Background: an optimization exercise with open tools, aiming at small area. Do not read the settings as production practice.
Only simulation tests tie the RTL to the original design; equivalence was not proved.
Power is estimated from default activity; no workload was simulated.

==> flow/design.v, too long to show whole: its modules and the start of the top module <==
// module ff: 14 lines
// module alu: 312 lines
// module regfile: 290 lines
// module mux_alu_op_a: 27 lines
// module mux_alu_op_b: 22 lines
// module mux_int_bus: 33 lines
// module mux_mem_addr: 30 lines
// module mux_mem_dout: 27 lines
// module datapath: 219 lines
// module fsm: 847 lines
// module decoder: 1981 lines
// module controller: 149 lines
// module cpu: 151 lines
// module memory_control: 55 lines
// module z80: 95 lines
module z80 (
    input clk,
    input n_reset,
    input n_int,
    input n_nmi,
    input [7:0] din,
    output reg n_iorq,
    output reg n_halt,
    output reg n_m1,
    output reg n_mreq,
    output reg n_rd,
    output reg n_wr,
    output reg [15:0] addr,
    output reg [7:0] dout,
    output reg dout_en
);
  // ...
==> flow/flow/run.sh <==
#!/bin/bash
# Own layout flow: the standard ORFS flow, with one change in synthesis:
# the ABC technology-mapping script (flow/abc.script) replaces ORFS's
# abc_speed/abc_area script. Everything before and after ABC (including
# dfflibmap, so every register keeps its name and cell type) is the standard flow's
# standard synthesis (synth_recipe.tcl) unchanged.
set -euo pipefail
W=$PWD
F=$W/flow

# Synthesis script: synth_recipe.tcl with a hook, inserted after its first
# line, that points ABC at flow/abc.script.
{
  head -n 1 synth_recipe.tcl
  cat <<EOT
set ::own_abc_script {$F/abc.script}
proc own_abc_hook {args} {
  set i [lsearch -exact \$::abc_args -script]
  if {\$i >= 0 && [lindex \$::abc_args [expr {\$i + 1}]] ne \$::own_abc_script} {
    set ::abc_args [lreplace \$::abc_args [expr {\$i + 1}] [expr {\$i + 1}] \$::own_abc_script]
  }
}
trace add variable ::abc_args write own_abc_hook
EOT
  tail -n +2 synth_recipe.tcl
} > own_synth.tcl

sed "s#SYNTH_SCRIPT=[^ ]*#SYNTH_SCRIPT=$W/own_synth.tcl#" standard.sh > own_standard.sh
grep -q "SYNTH_SCRIPT=$W/own_synth.tcl" own_standard.sh

bash own_standard.sh synth > synth.log 2>&1
grep -q "own_abc_script\|$F/abc.script" orfs/logs/*/z80/base/1_2_yosys.log
bash own_standard.sh > layout.log 2>&1
test -s out/final.def
==> flow/flow/abc.script <==
strash
&get -n
&deepsyn -T 240
&put
dch -f
amap
topo
stime -c
==> flow/standard.sh <==
#!/bin/bash
# synth_recipe.tcl (not shown) runs the flow's synth.tcl, then flattens the netlist and writes it again
# the make line also repeats each setting of config.mk as NAME=value (left out here)
make -C /OpenROAD-flow-scripts/flow DESIGN_CONFIG=/design/flow/config.mk WORK_HOME=/design/flow/orfs CLKGATE_MAP_FILE= SYNTH_SCRIPT=/design/flow/synth_recipe.tcl "${@:-finish}"
==> flow/config.mk <==
export PLATFORM = sky130hd
export DESIGN_NAME = z80
export DESIGN_NICKNAME = z80
export VERILOG_FILES = /design/flow/design.v
export SDC_FILE = /design/flow/constraint.sdc
export NUM_CORES = 4
export LEC_CHECK = 0
export CAP_MARGIN = 10
export CORE_MARGIN = 2
export CORE_UTILIZATION = 40
export SLEW_MARGIN = 10
==> flow/constraint.sdc <==
create_clock -name core_clock -period 12.0 [get_ports {clk}]
set_input_delay 2.4000 -clock core_clock [delete_from_list [all_inputs] [get_ports {clk}]]
set_output_delay 2.4000 -clock core_clock [all_outputs]
set_load 0.01 [all_outputs]
==> results.toml, run 1 <==
[power]
peakVddDrop_v = 0.000371
power_mw = 10.9
p_seq_frac = 0.145
p_sw_frac = 0.601
power.switching_mw = 6.56
p_per_area_nw_per_um2 = 381

[setup_path]
critPathBufInv = 12
startpoint_type = "flop"
cp_top_family = "compound AO/OA/AOI/OAI gates"
cp.required_ns = 12.53

[finish]
final_cells = 4360
largest_cell_class = "multi-input gates"

[sta]
fin_ws_ns = 0.366
finClkSkew_ns = 0.0394
tns_ns = 0

[clock_tree]
clock_sinks = 321
clk-insertion-delay-late_ns = 0.62
htreeDepth = 2

[global_routing]
grt_max_degree = 83
grt_overflow_total = 0
grt.met1_usage = 0.589
track_usage = 0.476

[routing]
dr.pass1.iters = 12
drcViolationCount = 0
drt-initial-drc-count = 5546
top_layer = "met5"
totalWireLength_mm = 145
dr_total_vias = 30700

[floorplan]
die_area_um2 = 59800
core_um2 = 57500

[synth]
synthesis.area_um2 = 23200
synth_ff_type = "dfrtp_1"
synth_fa_ha_area_frac = 0.0394
netlist_top_cells_count = "nor2_1, clkinv_1, o22ai_1"
yosysSeqAreaShare = 0.347
synth.avg_cell_area_um2 = 7.30

[hold_path]
whs_path_depth = 2
holdPathEnd = "n_halt"

[status]
status = "finished clean"

[place]
place_inst = 4275
==> run 2: changes to the inputs <==
==> flow/run.sh (new file) <==
#!/bin/bash
# synth_recipe.tcl (not shown) runs the flow's synth.tcl, then flattens the netlist and writes it again
# the make line also repeats each setting of config.mk as NAME=value (left out here)
make -C /OpenROAD-flow-scripts/flow DESIGN_CONFIG=/design/flow/config.mk WORK_HOME=/design/flow/orfs CLKGATE_MAP_FILE= SYNTH_SCRIPT=/design/flow/synth_recipe.tcl finish
--- a/flow/config.mk
+++ b/flow/config.mk
@@ -7,2 +7,3 @@
 export LEC_CHECK = 0
+export ABC_AREA = 1
 export CAP_MARGIN = 10
removed: flow/flow/run.sh
removed: flow/flow/abc.script
removed: flow/standard.sh
==> results.toml, run 2 <==
[sta]
fmax_mhz = 88.9
hold_viol = 0
timing.final.crit_share = 0.938
tns_ns = 0
rsz0062_at_grt = "false"
relSlewSlack = 0.0797
tightestPinTransition_ns = 1.38
final.min_clock_period_ns = 11.25
hold_ws_ns = 0.478
maxSlewViolCount = 0
setup_viol = 0
finClkSkew_ns = 0.0332
fin_ws_ns = 0.747

[setup_path]
cp.depth = 50
crit_arrival_ns = 11.67
rrSetupSlack_ns = 0.75
timing.rr.end = "cpu_i.datapath_i.regfile_i.ix[15]"
r2r-start = "cpu_i.datapath_i.reg_op_prefix_i.q[0]"
cp_top_family = "simple AND/OR/NAND/NOR gates"
critPathCapture = "cpu_i.datapath_i.regfile_i.ix[15]"
critPathMaxStageDelay_ns = 0.91
critPathBufInv = 8
crit_top_cell = "nand2_1"
crit_fanout = 13
slowest_stage = "dfrtp_1"
path_class = "reg2reg"
startpoint = "cpu_i.datapath_i.reg_op_prefix_i.q[0]"
crit_path_end_kind = "flop"
startpoint_type = "flop"
r2r_cells = 50
cp.required_ns = 12.42

[synth]
yosysSeqAreaShare = 0.270
synth_mux_area_frac = 0.00453
synth_xor_area_frac = 0.00617
netlist_top_cells_count = "nand2_1, inv_1, nor2_1"
yosysMostFrequentCell = "nand2_1"
ys.warnings.count = 14
synth_edf_count = 0
synth_ff_type = "dfrtp_1"
yosysTopAreaCellShare = 0.264
synth_fp_nets = 4803
synth-seq-cells = 321
postSynth.asyncResetShare = 1.00
synth_top_family_by_area = "simple AND/OR/NAND/NOR gates"
syn_inst = 4708
synth_area_leaders = "dfrtp_1, nand2_1, inv_1"
synth-simple-area-share = 0.355
synth_fa_ha_area_frac = 0.0373
synthesis.area_um2 = 29800
synth.avg_cell_area_um2 = 6.34
netlist-cell-type-count = 77
synth-compound-area-share = 0.218
yosysTopAreaCell = "dfrtp_1"

[global_routing]
antenna_found_initial = 11
grt_pass1_wl_mm = 262
grt_max_degree = 89
grt_pass1_vias = 34800
track_usage = 0.473
grt_overflow_total = 0

[floorplan]
die_area_um2 = 76800
die_y_um = 277
num_io_pins = 43
core_um2 = 74200
rows = 100
die_x_um = 277
start_util = 0.402

[routing]
dr.pass1.iters = 10
dr_total_vias = 37800
drt-initial-drc-count = 6281
wl_per_cell_um = 32.3
drcViolationCount = 0
via_per_inst = 6.55
ant_nets = 0
totalWireLength_mm = 187

[clock_tree]
cts_buffer_depth = 3
path_clk_slew_ns = 0.06
cts_tree = "built"
cts_setup_buffers = 0
root_buffer = "clkbuf_16"
cts.hold.buffers_added = 0
htreeDepth = 2
numCtsBuffers = 40
clock_sinks = 321
cts_resized = 0
clk-insertion-delay-late_ns = 0.61

[power]
p_per_area_nw_per_um2 = 357
leakagePower_nw = 16.2
peakVddDrop_v = 0.000446
power_mw = 11.8

[status]
status = "finished clean"

[place]
gp_congestion = 1.12
place_ws_ns = 1.17
io_buffers = 42
hpwl_mm = 149

[hold_path]
worst_hold_path_type = "reg2reg"

[finish]
area_delta_synth_final_pct = 10.9
fin_util = 0.446
nNetsFinal = 4863
mostFrequentLayoutCells = "nand2_1, inv_1, nor2_1, o21ai_0, dfrtp_1"
drive_above_1_share = 0.102
final_common_cell = "nand2_1"

[flow_run]
max-cap-violations = 0
-- run 2: changes by cell type in the layout (fill, tap and decap cells not counted), moves of 37 or more --
| cell | before | now |
|---|---|---|
| nand2_1 | 201 | 1161 |
| inv_1 | 0 | 566 |
| clkinv_1 | 487 | 10 |
| o22ai_1 | 339 | 118 |
| nand3_1 | 63 | 278 |
| buf_4 | 311 | 120 |
| o21ai_0 | 219 | 389 |
| nand4_1 | 16 | 96 |
| inv_2 | 15 | 85 |
| nand2_2 | 3 | 65 |
| o221ai_1 | 81 | 31 |
| o21ai_1 | 4 | 49 |
| nor4_1 | 66 | 29 |
-- run 2: worst min-delay path by stage --
stage / slack [ns] / startpoint / to / cells after the start
5_1_grt: 0.50 / cpu_i.datapath_i.regfile_i.cp[1] / cpu_i.datapath_i.regfile_i.cp[1] / 2
3_5_place_dp: 0.47 / cpu_i.datapath_i.regfile_i.lp[6] / cpu_i.datapath_i.regfile_i.lp[6] / 2
2_1_floorplan: 0.45 / cpu_i.datapath_i.regfile_i.bp[2] / cpu_i.datapath_i.regfile_i.bp[2] / 2
3_3_place_gp: 0.46 / cpu_i.datapath_i.regfile_i.cp[5] / cpu_i.datapath_i.regfile_i.cp[5] / 2
6_report: 0.48 / cpu_i.datapath_i.regfile_i.ep[7] / cpu_i.datapath_i.regfile_i.ep[7] / 2
4_1_cts: 0.48 / cpu_i.datapath_i.regfile_i.cp[6] / cpu_i.datapath_i.regfile_i.cp[6] / 2
-- run 2: cell type report --
cell class                      count  area [um2]
Clock inverter                     16         265
Multi-Input combinational cell   3576       18600
Tap cell                          969        1210
Antenna cell                        9        22.5
Sequential cell                   321        8040
Inverter                          667        2520
Clock buffer                       57        1140
Timing Repair Buffer              162        1330
Fill cell                        8141       41100
-- run 2: logic make-up after synthesis --
logic type | after synthesis
flip-flops | 321
adder cells (fa/ha/maj) | 83
XOR/XNOR | 21
multiplexers | 12
AND/OR/NAND/NOR | 2386
buffers and inverters | 811
AO/OA/AOI/OAI | 1074
-- run 2: metal layers --
layer / routed length, um / track usage
met1: 73600 / 0.636
met2: 72600 / 0.648
met3: 28800 / 0.187
met4: 11700 / 0.243
met5: 53 / 0
-- run 2: where the power goes --
| part | switching [mW] | internal [mW] |
|---|---|---|
| combinational | 6.64 | 2.18 |
| clock | 0.556 | 0.798 |
| sequential | 0.286 | 1.36 |
| total | 7.48 | 4.34 |
-- run 2: worst register-to-register path: cells and delay by family (launching register included) --
kind / cells / cell delay (ns)
AOI/OAI and AO/OA: 5 / 0.95
adders and majority gates: 8 / 3.30
DFF: 1 / 0.91
and+or+nand+nor: 29 / 4.86
buffers and inverters: 8 / 1.04
-- run 2: per-stage QoR --
stage               std cells  area, um2
finish                   5777      33100
detailed placement       5695      31700
global placement         5695      31700
floorplan                4708      29800
CTS                      5768      33100
global route             5768      33100

==> port drivers added, routing unchanged <==
In the flow no input, the clock included, has a driving cell. The finished layouts below were timed again as built, in two steps. Step 1, drivers: a clkbuf_16 drives clk and a buf_2 each remaining input, both assumed. Step 2 also shifts input and output timing later by t, the mid clock arrival at the registers, as if the neighbouring blocks saw the same clock. Slacks: no drivers / after step 1 / after step 2; pairs: no drivers / after step 1.
| run | t, ns | slack for setup (ns) | slew at the worst register clock pin (ns) | cell pins on the clock port's net |
|---|---|---|---|---|
| run 1 | 0.672 | 0.366 / 0.366 / 0.366 | 0.07 / 0.07 | 1 |
| run 2 | 0.663 | 0.747 / 0.747 / 0.747 | 0.07 / 0.07 | 1 |
After both steps every run listed still meets setup and hold.
